Context: an optimization exercise on an open-source flow, tuned for small area and a short achievable clock period. The choices shown serve that exercise and are no tape-out recipe. In this exercise RTL edits were held to simulation tests only and were not proved equivalent to the original.

## north
==> flow/design.v (excerpt) <==
module Posit_Multiplier(A1, B1, clk, reset, OUT);
  input [0:15] A1, B1;
  input clk, reset;
  output reg [0:15] OUT;
  wire [14:0] ma_in, mb_in;
  pabs u_aa(A1[0], A1[1:15], ma_in);
  pabs u_ab(B1[0], B1[1:15], mb_in);
  reg sa, sb;
  reg [14:0] ma, mb;
  reg rst_d;
  wire [15:0] res;
  always @(posedge clk) begin
    sa <= A1[0];
    sb <= B1[0];
    ma <= ma_in;
    mb <= mb_in;
    rst_d <= reset;
    OUT <= res & {16{~reset}};
  end
  wire [3:0] sha, shb;
  wire [1:0] ea, eb;
  wire [10:0] fa, fb;
  pdec u_da(ma, sha, ea, fa);
  pdec u_db(mb, shb, eb, fb);
  wire [12:0] r;
  pmul_core u_m(fa, fb, r);
  wire c = r[12] | r[11];                  
  wire p22 = ~r[11];                       
  wire [6:0] sca = {~ma[14], sha ^ {4{~ma[14]}}, ea};
  wire [6:0] scb = {~mb[14], shb ^ {4{~mb[14]}}, eb};
  wire [7:0] s0;
  prip #(8) u_sc({sca[6], sca}, {scb[6], scb}, 1'b0, s0);
  wire neg = s0[7];                        
  wire [4:0] q = s0[6:2] ^ {5{neg}};       
  wire [1:0] fe = s0[1:0];
  wire f3 = &fe;                           
  wire m1 = &s0[7:2];                      
  wire za = ~|ma;
  wire zb = ~|mb;
  wire z = (za & ~sa) | (zb & ~sb) | rst_d;
  wire n = ((za & sa) | (zb & sb)) & ~z;
  wire so = ~z & (n | (sa ^ sb));
  wire rb = ~neg & ~z & ~n;                
  wire frc = z | n | q[4];
  reg [14:0] v0;
  always @* begin
    if (!c)
      v0 = {~neg, neg, fe, r[10:0]};
    else if (!f3)
      v0 = {~neg, neg, fe[1] ^ fe[0], ~fe[0], p22, r[10:1]};
    else if (!neg)
      v0 = {5'b11000, p22, r[10:2]};
    else if (m1)
      v0 = {4'b1000, p22, r[10:1]};
    else
      v0 = {3'b100, p22, r[10:0]};
  end
  wire [14:0] v1 = q[3] ? {{8{~neg}}, v0[14:8]} : v0;
  wire [14:0] v2 = q[2] ? {{4{~neg}}, v1[14:4]} : v1;
  wire [14:0] v3 = q[1] ? {{2{~neg}}, v2[14:2]} : v2;
  wire [14:0] v4 = q[0] ? {~neg, v3[14:1]} : v3;
  wire [14:0] body = frc ? {15{rb}} : v4;
  wire [14:0] ob;
  pneg u_on(so, body, ob);
  assign res = {so, ob};
endmodule
For scale: about 940 cells after synthesis, ~49 flip-flops, ~50 I/O pins.
==> flow/config.mk <==
export PLATFORM = sky130hd
export DESIGN_NAME = Posit_Multiplier
export DESIGN_NICKNAME = Posit_Multiplier
export VERILOG_FILES = /design/flow/design.v
export SDC_FILE = /design/flow/constraint.sdc
export NUM_CORES = 4
export LEC_CHECK = 0
export CAP_MARGIN = 20
export CORE_MARGIN = 2
export CORE_UTILIZATION = 40
export CTS_BUF_LIST = sky130_fd_sc_hd__clkbuf_8
export CTS_CLUSTER_DIAMETER = 300
export CTS_CLUSTER_SIZE = 50
export SLEW_MARGIN = 20
==> flow/constraint.sdc <==
create_clock -name core_clock -period 60.0 [get_ports {clk}]
set_input_delay 12.0000 -clock core_clock [delete_from_list [all_inputs] [get_ports {clk}]]
set_output_delay 12.0000 -clock core_clock [all_outputs]
set_load 0.01 [all_outputs]
standard.sh (not shown) runs the stock make flow with config.mk's settings and CLKGATE_MAP_FILE= SYNTH_SCRIPT=/design/flow/synth_recipe.tcl, a recipe that flattens the netlist after the stock synthesis.
==> flow/flow/run.sh <==
#!/bin/bash
# Layout flow: the standard flow (standard.sh) with these changes.
#  1. Synthesis skips Yosys's internal "abc -fast" before extract_fa, so the
#     full adders written in the RTL are extracted as written.
#  2. The final abc mapping uses flow/abc_area.script (area mapping), except
#     for the modules in FLOW_FAST_MODULES, which keep their hierarchy until
#     the standard flow's script flattens the design and are mapped with
#     flow/abc_fast.script (delay mapping).
#  3. Ports are buffered with sky130_fd_sc_hd__buf_1 cells.
# Registers and their names are those of the standard synthesis.
set -euo pipefail
here=$(pwd)
{
  head -n 1 synth_recipe.tcl
  cat flow/synth_overrides.tcl
  tail -n +2 synth_recipe.tcl
} > flow_synth.tcl
export FLOW_ABC_AREA="$here/flow/abc_area.script"
export FLOW_ABC_FAST="$here/flow/abc_fast.script"
export FLOW_FAST_MODULES="pabs"
bash standard.sh SYNTH_SCRIPT="$here/flow_synth.tcl" \
  "BUFFER_PORTS_ARGS=-buffer_cell sky130_fd_sc_hd__buf_1" SETUP_SLACK_MARGIN=46.9 finish > flow_standard.log 2>&1
==> flow/flow/abc_area.script <==
strash
dch
amap
strash
dch
amap
topo
==> flow/flow/abc_fast.script <==
strash
map
topo
==> flow/flow/synth_overrides.tcl <==
# Overrides for the standard flow's synthesis script (see run.sh).
# synth: the fine stage runs without Yosys's internal "abc -fast", so that
# extract_fa sees the full adders as the RTL writes them.  Modules listed in
# FLOW_FAST_MODULES keep their hierarchy until the end of synthesis (the standard flow's
# script flattens everything before writing the netlist).
proc synth {args} {
  if {[lsearch -exact $args "fine:"] >= 0} {
    yosys synth -nofsm -noshare -noabc {*}$args
  } else {
    if {[info exists ::env(FLOW_FAST_MODULES)]} {
      foreach m $::env(FLOW_FAST_MODULES) {
        yosys setattr -mod -set keep_hierarchy 1 $m
      }
    }
    yosys synth -nofsm -noshare {*}$args
  }
}
# abc: modules in FLOW_FAST_MODULES are mapped with FLOW_ABC_FAST, the rest
# with FLOW_ABC_AREA.
proc abc {args} {
  set i [lsearch -exact $args "-script"]
  if {$i < 0 || ![info exists ::env(FLOW_ABC_AREA)]} {
    yosys abc {*}$args
    return
  }
  set rest [list]
  if {[info exists ::env(FLOW_FAST_MODULES)]} {
    foreach m $::env(FLOW_FAST_MODULES) {
      if {[lindex [yosys select -count $m] 0] == 0} { continue }
      set a $args
      lset a [expr {$i + 1}] $::env(FLOW_ABC_FAST)
      yosys abc {*}$a $m
    }
    set rest [list $::env(DESIGN_NAME)]
  }
  set a $args
  lset a [expr {$i + 1}] $::env(FLOW_ABC_AREA)
  yosys abc {*}$a {*}$rest
}
The following lists how south was set up differently from north:
# north
export LEC_CHECK = 0
export CAP_MARGIN = 20
export CORE_MARGIN = 2
export CORE_UTILIZATION = 40
export CTS_BUF_LIST = sky130_fd_sc_hd__clkbuf_8
export CTS_CLUSTER_DIAMETER = 300
export CTS_CLUSTER_SIZE = 50
export SLEW_MARGIN = 20
create_clock -name core_clock -period 60.0 [get_ports {clk}]
# south
export LEC_CHECK = 0
export CAP_MARGIN = 20
export CORE_MARGIN = 2
export CORE_UTILIZATION = 70
export CTS_BUF_LIST = sky130_fd_sc_hd__clkbuf_8
export CTS_CLUSTER_DIAMETER = 300
export CTS_CLUSTER_SIZE = 50
export PLACE_DENSITY = 0.8
export SLEW_MARGIN = 20
create_clock -name core_clock -period 60.0 [get_ports {clk}]
-- flow/flow/run.sh --
<<< north, line 8
#     flow/abc_fast.script (delay mapping).
#  3. Ports are buffered with sky130_fd_sc_hd__buf_1 cells.
# Registers and their names are those of the standard synthesis.
set -euo pipefail
>>> south, line 8
#     flow/abc_fast.script (delay mapping).
#  3. Ports are buffered with sky130_fd_sc_hd__buf_1 cells.
#  4. ORFS's repair_timing runs with a setup margin of 47 ns, so that it
#     works on paths longer than about 13 ns (the clock period and the SDC are
#     unchanged: the layout is built and signed off at the design's 60 ns).
# The flow's own output goes to flow_standard.log; each tool's log is under
# orfs/logs/.
# Registers and their names are those of the standard synthesis.
set -euo pipefail
<<< north, line 20
export FLOW_FAST_MODULES="pabs"
bash standard.sh SYNTH_SCRIPT="$here/flow_synth.tcl" \
  "BUFFER_PORTS_ARGS=-buffer_cell sky130_fd_sc_hd__buf_1" SETUP_SLACK_MARGIN=46.9 finish > flow_standard.log 2>&1
>>> south, line 25
export FLOW_FAST_MODULES="pabs"
bash standard.sh SYNTH_SCRIPT="$here/flow_synth.tcl" \
  "BUFFER_PORTS_ARGS=-buffer_cell sky130_fd_sc_hd__buf_1" SETUP_SLACK_MARGIN=47.0 finish > flow_standard.log 2>&1
==> flow/flow/abc_fast.script <==
strash
map -D 600
topo
### Flow results
What south reported for floorplan die height has to be multiplied by 1.3 to get the figure for north.
Between north and south, the top achievable clock speed does not differ in any meaningful way.
Compared with north, south shows buffers inserted during post-CTS setup optimization lower by 3.
Compared with north, in south clock transition at the register clock pins on the worst setup and hold paths after CTS essentially unchanged, weighted congestion at the end of routability-driven global placement increased about 17%, synthesized area decreased 0.58%.
north → south: first-pass GRT wire length increased by about 4% relative to the old numbers; number of diodes increased by 1 relative to the old numbers.
Of south and north, it is south that has the higher final wirelength.
[inputs] east vs south
# south
export LEC_CHECK = 0
export CAP_MARGIN = 20
export CORE_MARGIN = 2
export CORE_UTILIZATION = 70
export CTS_BUF_LIST = sky130_fd_sc_hd__clkbuf_8
export CTS_CLUSTER_DIAMETER = 300
export CTS_CLUSTER_SIZE = 50
export PLACE_DENSITY = 0.8
export SLEW_MARGIN = 20
create_clock -name core_clock -period 60.0 [get_ports {clk}]
# east
export LEC_CHECK = 0
export CAP_MARGIN = 20
export CORE_MARGIN = 2
export CORE_UTILIZATION = 40
export CTS_BUF_LIST = sky130_fd_sc_hd__clkbuf_8
export CTS_CLUSTER_DIAMETER = 300
export CTS_CLUSTER_SIZE = 50
export SLEW_MARGIN = 20
create_clock -name core_clock -period 60.0 [get_ports {clk}]
-- flow/flow/run.sh --
<<< south, line 8
#     flow/abc_fast.script (delay mapping).
#  3. Ports are buffered with sky130_fd_sc_hd__buf_1 cells.
#  4. ORFS's repair_timing runs with a setup margin of 47 ns, so that it
#     works on paths longer than about 13 ns (the clock period and the SDC are
#     unchanged: the layout is built and signed off at the design's 60 ns).
# The flow's own output goes to flow_standard.log; each tool's log is under
# orfs/logs/.
# Registers and their names are those of the standard synthesis.
set -euo pipefail
>>> east, line 8
#     flow/abc_fast.script (delay mapping).
#  3. Ports are buffered with sky130_fd_sc_hd__buf_1 cells.
# Registers and their names are those of the standard synthesis.
set -euo pipefail
==> run summary <==
Diff south -> east: met2 routing resource usage after global routing fell 32 points; area of all placed cells without fillers rose 45 sq um; portion of the clock cycle consumed by the worst path in the final layout about even; final cell count without fillers rose 8.4%.
Relative to south, first-pass GRT wire length has gone down in east.

what the ideal ports hide:
How much do the figures lean on ideal ports? The routed layouts below were timed once more, with nothing changed but the port constraints.
Step 1: set_driving_cell puts a clkbuf_16 on clk and a buf_2 on each other input, an assumption about the parent block.
Step 2, shift: input delay + t, output delay - t, t = (earliest + latest rising clock arrival at the registers) / 2. This alone moves slack from input paths to output paths.
Slacks: ideal / step 1 / step 2; pairs: ideal / step 1.
run | t (ns) | setup slack, ns | worst register clock-pin slew, ns | worst slew at a driven data input, ns
north | 0.342 | 47.111 / 47.123 / 46.781 | 0.10 / 0.10 | 0.03
south | 0.329 | 47.141 / 47.146 / 46.817 | 0.09 / 0.09 | 0.03
east | 0.342 | 47.192 / 47.159 / 46.872 | 0.09 / 0.09 | 0.04
After both steps setup and hold are still met in every run listed. The setup slack of north, which loses most, moves by +0.012 ns with the drivers and by -0.330 ns with both steps.
